What follows belongs to an exercise in optimizing a design on an open flow for small area, a short achievable clock period and few clock cycles; a production flow would make more cautious choices.
Function was checked by simulation only, so behaviour that the tests miss may differ from the original.

==> design/flow/design.v <==
module Decoder(
	input     [31:0] instr,       
	input            zero,        
	output reg       memtoreg,    
	output reg       memwrite,    
	output reg       dobranch,    
	output reg       alusrcbimm,  
	output reg       slt,		 
	output reg       shift16left,  
	output reg       zeroextend,  
	output reg [4:0] destreg,     
	output reg       regwrite,    
	output reg       dojal,   	  
	output reg       dojr,   	  
	output reg       dojump,      
	output reg [2:0] alucontrol   
);
	wire [5:0] op = instr[31:26];
	wire [5:0] funct = instr[5:0];
	always @*
	begin
		case (op)
			6'b000000:  
			if (funct == 6'b101011)  
					begin
						regwrite = 1;
						dojal = 0;
						dojr = 0;
						destreg = instr[15:11];
						alusrcbimm = 0;
						slt = 1;
						shift16left = 0;
						zeroextend = 0;
						dobranch = 0;
						memwrite = 0;
						memtoreg = 0;
						dojump = 0;
						alucontrol = 3'b000;  
					end
				else 
				if (funct == 6'b001000)  
				begin
					regwrite = 0;
					dojal = 0;
					dojr = 1;
					destreg = 5'b00000;
					alusrcbimm = 0;
					slt = 0;
					shift16left = 0;
					zeroextend = 0;
					dobranch = 0;
					memwrite = 0;
					memtoreg = 0;
					dojump = 0;
					alucontrol = 3'b000;  
				end
				else 
				begin
						regwrite = 1;
						dojal = 0;
						dojr = 0;
						destreg = instr[15:11];
						alusrcbimm = 0;
						slt = 0;
						shift16left = 0;
						zeroextend = 0;
						dobranch = 0;
						memwrite = 0;
						memtoreg = 0;
						dojump = 0;
						case (funct)
							6'b100001: alucontrol = 3'b010;  
							6'b100011: alucontrol = 3'b110;  
							6'b100100: alucontrol = 3'b000;  
							6'b100101: alucontrol = 3'b001;  
							6'b011011: alucontrol = 3'b111;  
							6'b010000: alucontrol = 3'b100;  
							6'b010010: alucontrol = 3'b101;  
							6'b011001: alucontrol = 4'b011;  
							default:   alucontrol = 3'b000;  
						endcase
				end
			6'b100011,  
			6'b101011:  
				begin
					regwrite = ~op[3];
					dojal = 0;
					dojr = 0;
					destreg = instr[20:16];
					alusrcbimm = 1;
					slt = 0;
					shift16left = 0;
					zeroextend = 0;
					dobranch = 0;
					memwrite = op[3];
					memtoreg = 1;
					dojump = 0;
					alucontrol = 3'b010; 
				end
			6'b000100:  
				begin
					regwrite = 0;
					dojal = 0;
					dojr = 0;
					destreg = 5'b00000;
					alusrcbimm = 0;
					slt = 0;
					shift16left = 0;
					zeroextend = 0;
					dobranch = zero;  
					memwrite = 0;
					memtoreg = 0;
					dojump = 0;
					alucontrol = 3'b110;  
				end
			6'b001001:  
				begin
					regwrite = 1;
					dojal = 0;
					dojr = 0;
					destreg = instr[20:16];
					alusrcbimm = 1;
					slt = 0;
					shift16left = 0;
					zeroextend = 0;
					dobranch = 0;
					memwrite = 0;
					memtoreg = 0;
					dojump = 0;
					alucontrol = 3'b010;  
				end
			6'b000010:  
				begin
					regwrite = 0;
					dojal = 0;
					dojr = 0;
					destreg = 5'b00000;
					alusrcbimm = 1;
					slt = 0;
					shift16left = 0;
					zeroextend = 0;
					dobranch = 0;
					memwrite = 0;
					memtoreg = 0;
					dojump = 1;
					alucontrol = 3'b000;  
				end
			6'b001101:  
				begin
					regwrite = 1;
					dojal = 0;
					dojr = 0;
					destreg = instr[20:16];
					alusrcbimm = 0;
					slt = 0;
					shift16left = 0;
					zeroextend = 1;
					dobranch = 0;
					memwrite = 0;
					memtoreg = 0;
					dojump = 0;
					alucontrol = 3'b001;
				end
			6'b001111:  
				begin
					regwrite = 1;
					dojal = 0;
					dojr = 0;
					destreg = instr[20:16];
					alusrcbimm = 0;
					slt = 0;
					shift16left = 1;
					zeroextend = 0;
					dobranch = 0;
					memwrite = 0;
					memtoreg = 0;
					dojump = 0;
					alucontrol = 3'b010;
				end
			6'b000001:  
				begin
					regwrite = 0;
					dojal = 0;
					dojr = 0;
					destreg = 5'b00000;
					alusrcbimm = 0;
					slt = 1;
					shift16left = 0;
					zeroextend = 0;
					dobranch = !zero;
					memwrite = 0;
					memtoreg = 0;
					dojump = 0;
					alucontrol = 3'b000;  
				end
			6'b000011:  
				begin
					regwrite = 0;
					dojal = 1;
					dojr = 0;
					destreg = 5'b00000;
					alusrcbimm = 1;
					slt = 0;
					shift16left = 0;
					zeroextend = 0;
					dobranch = 0;
					memwrite = 0;
					memtoreg = 0;
					dojump = 1;
					alucontrol = 3'b000;  
				end
			default:  
				begin
					regwrite = 1'b0;
					dojal = 1'b0;
					dojr = 1'b0;
					destreg = 5'b00000;
					alusrcbimm = 1'b0;
					slt = 1'b0;
					shift16left = 1'b0;
					zeroextend = 1'b0;
					dobranch = 1'b0;
					memwrite = 1'b0;
					memtoreg = 1'b0;
					dojump = 1'b0;
					alucontrol = 3'b000;  
				end
		endcase
	end
endmodule
module Datapath(
	input         clk, reset,
	input         memtoreg,
	input         dobranch,
	input         alusrcbimm,
	input 	      slt,
	input 	      shift16left,
	input 	      zeroextend,
	input  [4:0]  destreg,
	input         regwrite,
	input 	      dojal,
	input         dojr,
	input         jump,
	input  [2:0]  alucontrol,
	output        zero,
	output [31:0] pc,
	input  [31:0] instr,
	output [31:0] aluout,
	output [31:0] writedata,
	input  [31:0] readdata
);
	wire [31:0] signimm;
	wire [31:0] srca, srcb, srcbimm, pcjal, sltres;
	wire [31:0] result;
	wire [63:0]	hilo, hiloinp;
	wire        aluzero, sltzero;
	wire        hilowrite = (instr[31:26] == 6'b000000) &&
	                        (instr[5:0] == 6'b011001 || instr[5:0] == 6'b011011);
	ProgramCounter pcenv(clk, reset, dobranch, signimm, jump, instr[25:0], dojr, pcjal, pc);
	SignExtension se(instr[15:0], signimm);
	assign srcbimm = alusrcbimm ? signimm :
	shift16left ? {instr[15:0], 16'b0} :
	zeroextend ? {16'b0, instr[15:0]} : srcb;
	ArithmeticLogicUnit alu(srca, srcbimm, alucontrol, aluout, aluzero, hilo, hiloinp);
	Slt sltt(srca, srcbimm, sltzero, sltres);
	assign zero = slt ? ~srca[31] : aluzero;
	assign result = slt ? sltres : memtoreg ? readdata : aluout;
	assign writedata = srcb;
	RegisterFile gpr(pc, clk, regwrite, dojal, hilowrite, instr[25:21], instr[20:16],
				   destreg, result, srca, srcb, pcjal, hiloinp, hilo);
endmodule
module ProgramCounter(
	input         clk,
	input         reset,
	input         dobranch,
	input  [31:0] branchoffset,
	input         dojump,
	input  [25:0] jumptarget,
	input         dojr,  
	input  [31:0] pcjr,
	output [31:0] progcounter
);
	reg  [31:0] pc;
	wire [31:0] incpc, branchpc, nextpc;
	Adder pcinc(.a(pc), .b(32'b100), .cin(1'b0), .y(incpc));
	Adder pcbranch(.a(incpc), .b({branchoffset[29:0], 2'b00}), .cin(1'b0), .y(branchpc));
	assign nextpc = dojr ? pcjr :
					dojump   ? {incpc[31:28], jumptarget, 2'b00} :
					dobranch ? branchpc :
							   incpc;
	always @(posedge clk)
	begin
		if (reset) begin  
			pc <= 'h00400000;
		end else begin
			pc <= nextpc;
		end
	end
	assign progcounter = pc;
endmodule
module RegisterFile(
	input [31:0]  pc,
	input         clk,
	input         we3,  
	input         dojal,
	input         hilowe,
	input  [4:0]  ra1, ra2, wa3,  
	input  [31:0] wd3,  
	output [31:0] rd1, rd2,  
	output [31:0] pcjal,  
	input [63:0] hiloinp,  
	output [63:0] hilo  
);
	reg [31:0] registers[31:0];
	reg [63:0] hiloreg;
	always @(posedge clk)
		if (hilowe)
			hiloreg <= hiloinp;
	always @(posedge clk)
		if (we3 == 1) begin
			registers[wa3] <= wd3;
		end
		else if (dojal == 1) begin
			registers[31] <= pc + 4;
		end
	assign rd1 = (ra1 != 0) ? registers[ra1] : 0;
	assign rd2 = (ra2 != 0) ? registers[ra2] : 0;
	assign pcjal = registers[31];
	assign hilo = hiloreg;
endmodule
module Adder(
	input  [31:0] a, b,
	input         cin,
	output [31:0] y,
	output        cout
);
	assign {cout, y} = a + b + cin;
endmodule
module SignExtension(
	input  [15:0] a,
	output [31:0] y
);
	assign y = {{16{a[15]}}, a};
endmodule
module ArithmeticLogicUnit(
	input  [31:0] a, b,
	input  [2:0]  alucontrol,
	output [31:0] result,
	output        zero,
	input [63:0] hilo,
	output [63:0] hiloout
);
	reg [31:0] RES;
	assign hiloout = alucontrol[2] ? ((b == 0) ? {a, 32'hffffffff} : {(a % b),(a / b)})
	                               : a * b;
	assign zero = (RES == 0);
	assign result = RES;
	always @(*) begin
		case (alucontrol)
			3'b000: RES = a & b;
			3'b001: RES = a | b;
			3'b010: RES = a + b;
			3'b110: RES = a - b;
			3'b100: RES = hilo[63:32];  
			3'b101: RES = hilo[31:0];  
			3'b011: RES = 0;  
			3'b111: RES = 0;  
			default: RES = 0;
		endcase
	end
endmodule
module Slt(
	input  [31:0] a, b,
	output        zero,
	output [31:0] sltres
);
	assign zero = (a < b) ? 0 : 1;
	assign sltres = {31'b0, (a < b)};
endmodule
module MIPScore(
	input clk,
	input reset,
	output [31:0] pc,
	input  [31:0] instr,
	output        memwrite,
	output [31:0] aluout, writedata,
	input  [31:0] readdata
);
	wire       memtoreg, alusrcbimm, shift16left, zeroextend, slt, dojump, dobranch, zero;
	wire       regwrite, dojal, dojr;
	wire [4:0] destreg;
	wire [2:0] alucontrol;
	Decoder decoder(instr, zero, memtoreg, memwrite,
					dobranch, alusrcbimm, slt, shift16left, zeroextend, destreg,
					regwrite, dojal, dojr, dojump, alucontrol);
	Datapath dp(clk, reset, memtoreg, dobranch,
				alusrcbimm, slt, shift16left, zeroextend, destreg, regwrite, dojal, dojr, dojump,
				alucontrol,
				zero, pc, instr,
				aluout, writedata, readdata);
endmodule
==> design/flow/run.sh <==
#!/bin/bash
# synth_recipe.tcl (not shown) runs the flow's synth.tcl, then flattens the netlist and writes it again
# the make line also repeats each setting of config.mk as NAME=value (left out here)
make -C /OpenROAD-flow-scripts/flow DESIGN_CONFIG=/design/flow/config.mk WORK_HOME=/design/flow/orfs CLKGATE_MAP_FILE= SYNTH_SCRIPT=/design/flow/synth_recipe.tcl finish
==> design/flow/config.mk <==
export PLATFORM = sky130hd
export DESIGN_NAME = MIPScore
export DESIGN_NICKNAME = MIPScore
export VERILOG_FILES = /design/flow/design.v
export SDC_FILE = /design/flow/constraint.sdc
export NUM_CORES = 4
export LEC_CHECK = 0
export CAP_MARGIN = 20
export CORE_MARGIN = 2
export CORE_UTILIZATION = 40
export SLEW_MARGIN = 20
==> design/flow/constraint.sdc <==
create_clock -name core_clock -period 100.0 [get_ports {clk}]
set_input_delay 20.0000 -clock core_clock [delete_from_list [all_inputs] [get_ports {clk}]]
set_output_delay 20.0000 -clock core_clock [all_outputs]
set_load 0.01 [all_outputs]
==> metrics.md <==
| Metric | Value |
|---|---|
| Status | `complete, no violations` |
| Yosys cell types | `approximately 130` |
| TritonCTS clock tree | `built` |
| CTS sink cnt | `around 1100` |
| Dominant synthesized flop cell | `edfxtp_1` |
| Post-Place Setup Slack | `-2060 ps` |
| Total gr overflow | `0` |
| Yosys warnings | `4` |
| Slew Viols, Final | `0` |
| Clock Tree Buf Depth | `3` |
| Top cells by instance count after synthesis | `nand2_1 (1436), inv_1 (1247), edfxtp_1 (1088)` |
| Syn_area_per_cell | `about 10 um2` |
| Final instance area | `between 100000 and 150000 um2` |
| Register area share after synthesis | `27.4%` |
| Slowest cell on the critical path | `o41ai_1` |
| Gp weighted congestion | `~1.1` |
| Flops & latches, synth | `1120` |
| Post-route insts no fill | `about 16000` |
| 1st-pass router iterations | `6` |
| Skew final | `75.4 ps` |
| Reg-to-reg endpoint | `dp.gpr.hiloreg[54]` |
| Cell with the most instances after synthesis | `nand2_1` |
| Stages on worst setup path | `347` |
| TritonCTS Buffers | `between 100 and 150` |
| Final worst path period need | `around 96000 ps` |
| I/O pin count | `between 150 and 200` |
| WP data arrival | `97120 ps` |
| Via count | `between 100k and 150k` |
| Slew margin rel. | `17.3%` |
| Most common cell on crit path | `ha_1` |
| Met2 usage | `around 52%` |
| Critical Path Source Type | `input port` |
| Final wirelength | `534 mm` |
| Hold Fails Final Rpt | `0` |
| Met1 global-route usage | `between 40% and 50%` |
| Most used routing layer | `met2` |
| Starting density of the core | `around two fifths` |
| Die area | `~300000 um2` |
| Cell row count | `202` |
| Antenna violations before repair | `37` |
| Worst hold path type | `reg -> reg` |
| WHS Endpoint | `dp.pcenv.pc[16]` |
| Post-synth EDFFs | `between 1000 and 1500` |
| Worst-margin pin slew | `~1200 ps` |
| Area leader, netlist | `edfxtp_1` |
| Synth Cell Area | `between 100000 and 150000 um2` |
| First-pass GRT wire length | `between 700 and 800 mm` |
| Starting DRT DRC Count | `between 10000 and 15000` |
| Vias in the first global route | `103000` |
| Critical path class | `in -> reg` |
| WL/cell | `32.4 um` |
| Worst path max stage delay | `660 ps` |
| CP Data Required Time | `around 100000 ps` |
| Clk Latency, worst-skew pair | `~840 ps` |
| Worst Path Max Fanout | `28` |
| Post-synth top area share | `between 20% and 30%` |
| Worst reg2reg startpoint | `dp.gpr.registers[31][25]` |
| Dpl hpwl | `398 mm` |
| R2R depth | `around 350` |
| Largest net degree at the start of global routing | `between 100 and 150` |
| Total global-route track usage | `34.0%` |
| Layout cell share with drive strength beyond 1 | `15.6%` |
| Tcrit/Tclk final | `a little over nine tenths` |
| Final setup fails | `0` |
| Nets | `approximately 14000` |
| Grt met3 use | `under 10%` |
| Cells after DPL | `approximately 16000` |
| CTS Root Cell | `clkbuf_16` |
| Antenna Nets Post-Route | `0` |
| Crit path setup slack, layout | `between 3000 and 4000 ps` |
| H-tree levels | `3` |
| Post-synth ARST share | `0%` |
| Syn Nets | `between 10000 and 15000` |
| IO Port Bufs | `around 160` |
| # fillers | `roughly 28000` |
| Worst hold path startpoint | `dp.gpr.registers[31][16]` |
| DP Area | `132000 um2` |
| Max-cap violations | `0` |
| Post-synthesis cell count | `12000` |
| CORE AREA | `roughly 300000 um2` |
| Achievable frequency | `slightly above 0.01 GHz` |
| Area delta synth->final | `12.7%` |
| Clock transition at path regs | `around 70 ps` |
| Worst path buffer plus inverter count | `35` |
| Die width | `approximately 550 um` |
| Setup crit end kind | `flop` |
| Crit-path leading delay family | `compound AO/OA/AOI/OAI gates` |
| Top cells by area, synth | `edfxtp_1 (27%), fa_1 (15%), ha_1 (9.5%)` |
| DR DRC count | `0` |
| R2R setup slack | `around 23000 ps` |
| Worst hold path depth | `2` |
| DIE HEIGHT | `roughly 550 um` |
| Setup tns final | `0 ps` |
| Mean number of vias per cell | `~6.3` |
-- how the worst max path moves through the flow --
stage	from	endpoint	slack, ps
floorplan	instr[16]	dp.gpr.hiloreg[63]	50
global placement	instr[16]	dp.gpr.hiloreg[63]	-1060
detailed placement	instr[31]	dp.gpr.hiloreg[63]	-2060
CTS	instr[31]	dp.gpr.hiloreg[54]	50
global route	instr[28]	dp.gpr.hiloreg[63]	-290
finish	instr[18]	dp.gpr.hiloreg[54]	3540
-- area by class of cell --
type / count / area [um2] / area share, %
sequential: 1120 / 33300 / 24.4
antenna: 19 / 47.5 / 0.0348
inverter: 1272 / 4780 / 3.50
clock buffer: 144 / 3050 / 2.23
tap: 3978 / 4980 / 3.64
timing repair buffer: 826 / 7110 / 5.20
clock inverter: 67 / 657 / 0.480
multi-input combinational: 9036 / 82900 / 60.6
-- registers in the layout, indices dropped and copies added (netlist names) --
name / count
dp.pcenv.pc: 32
dp.gpr.hiloreg: 64
dp.gpr.registers: 1024
-- placed cells by master, fill, tap and decap left out, types with 58 or more instances in the layout --
cell	n
nand4_1	68
or3_1	82
xor2_1	194
o21bai_1	61
and3_1	70
nand2_1	1428
a21oi_1	545
clkdlybuf4s50_1	149
a211oi_1	72
nand3_1	206
a22oi_1	104
or2_2	58
mux2_2	87
and2_1	64
o21a_1	155
inv_1	1235
o211ai_1	63
xnor2_1	268
nor3_1	225
a31oi_1	91
nand2b_1	79
clkbuf_16	122
mux4_2	507
nor2_1	888
a21o_1	195
buf_4	625
mux2i_1	211
nor2b_1	91
fa_1	900
o21ai_0	334
ha_1	920
edfxtp_1	1088
-- layer usage --
layer	vias up	wire length, um
li1	43900	-
met1	52300	193000
met2	6203	234000
met3	1678	59000
met4	40	47300
met5	-	267
-- through the flow --
| step | hold slack, ps | utilization, % |
|---|---|---|
| finish | 585 | 45.2 |
| global route | 617 | 45.2 |
| CTS | 582 | 44.8 |
| detailed placement | 567 | 43.5 |
| global placement | 550 | 43.4 |
| floorplan | 467 | - |
-- worst min-delay path, delay by kind of cell, from the launching register on --
kind               cells  cell delay (ps)
DFF                    1              390
AOI/OAI and AO/OA      1               80
and+or+nand+nor        1               80
-- what timing repair did --
action                                  4_1_cts  5_1_grt
endpoints found under the hold margin         0        0
gates resized for setup                      25      199
pin swaps                                     0       36
buffers inserted                              1       25
hold buffers                                  0        0
gates cloned                                  1        6
endpoints found under the setup margin       33       34
-- kinds of logic after synthesis --
| logic type | share of synthesized area (%) |
|---|---|
| AO/OA/AOI/OAI | 13.6 |
| XOR/XNOR | 3.33 |
| adder cells (fa/ha/maj) | 24.3 |
| buffers and inverters | 6.15 |
| flip-flops | 27.4 |
| multiplexers | 12.0 |
| AND/OR/NAND/NOR | 13.1 |
Testbench counts, summed over its fixed seeds: cycles 40,178.

[afterwards: timing with drivers on the ports]
No port has a modelled driver above. Below, the same layout with a new extraction and two added sets of constraints.
Step 1: set_driving_cell puts a clkbuf_16 on clk and a buf_2 on each other input, an assumption about the parent block.
Step 2 times the ports against the registers' clock, not the clock port: input delays grow and output delays shrink by t, the midpoint of the rising clock arrivals with the driver on.
a / b / c = no drivers / after step 1 / after step 2; a / b = the first two.
shift t [ns]: 0.893
setup slack, ns: 3.542 / 3.423 / 2.530
worst register clock-pin slew, ns: 0.07 / 0.07
After both steps setup and hold are still met in this run. For this run, drivers alone change the setup slack by -0.119 ns; drivers and shift together by -1.012 ns.
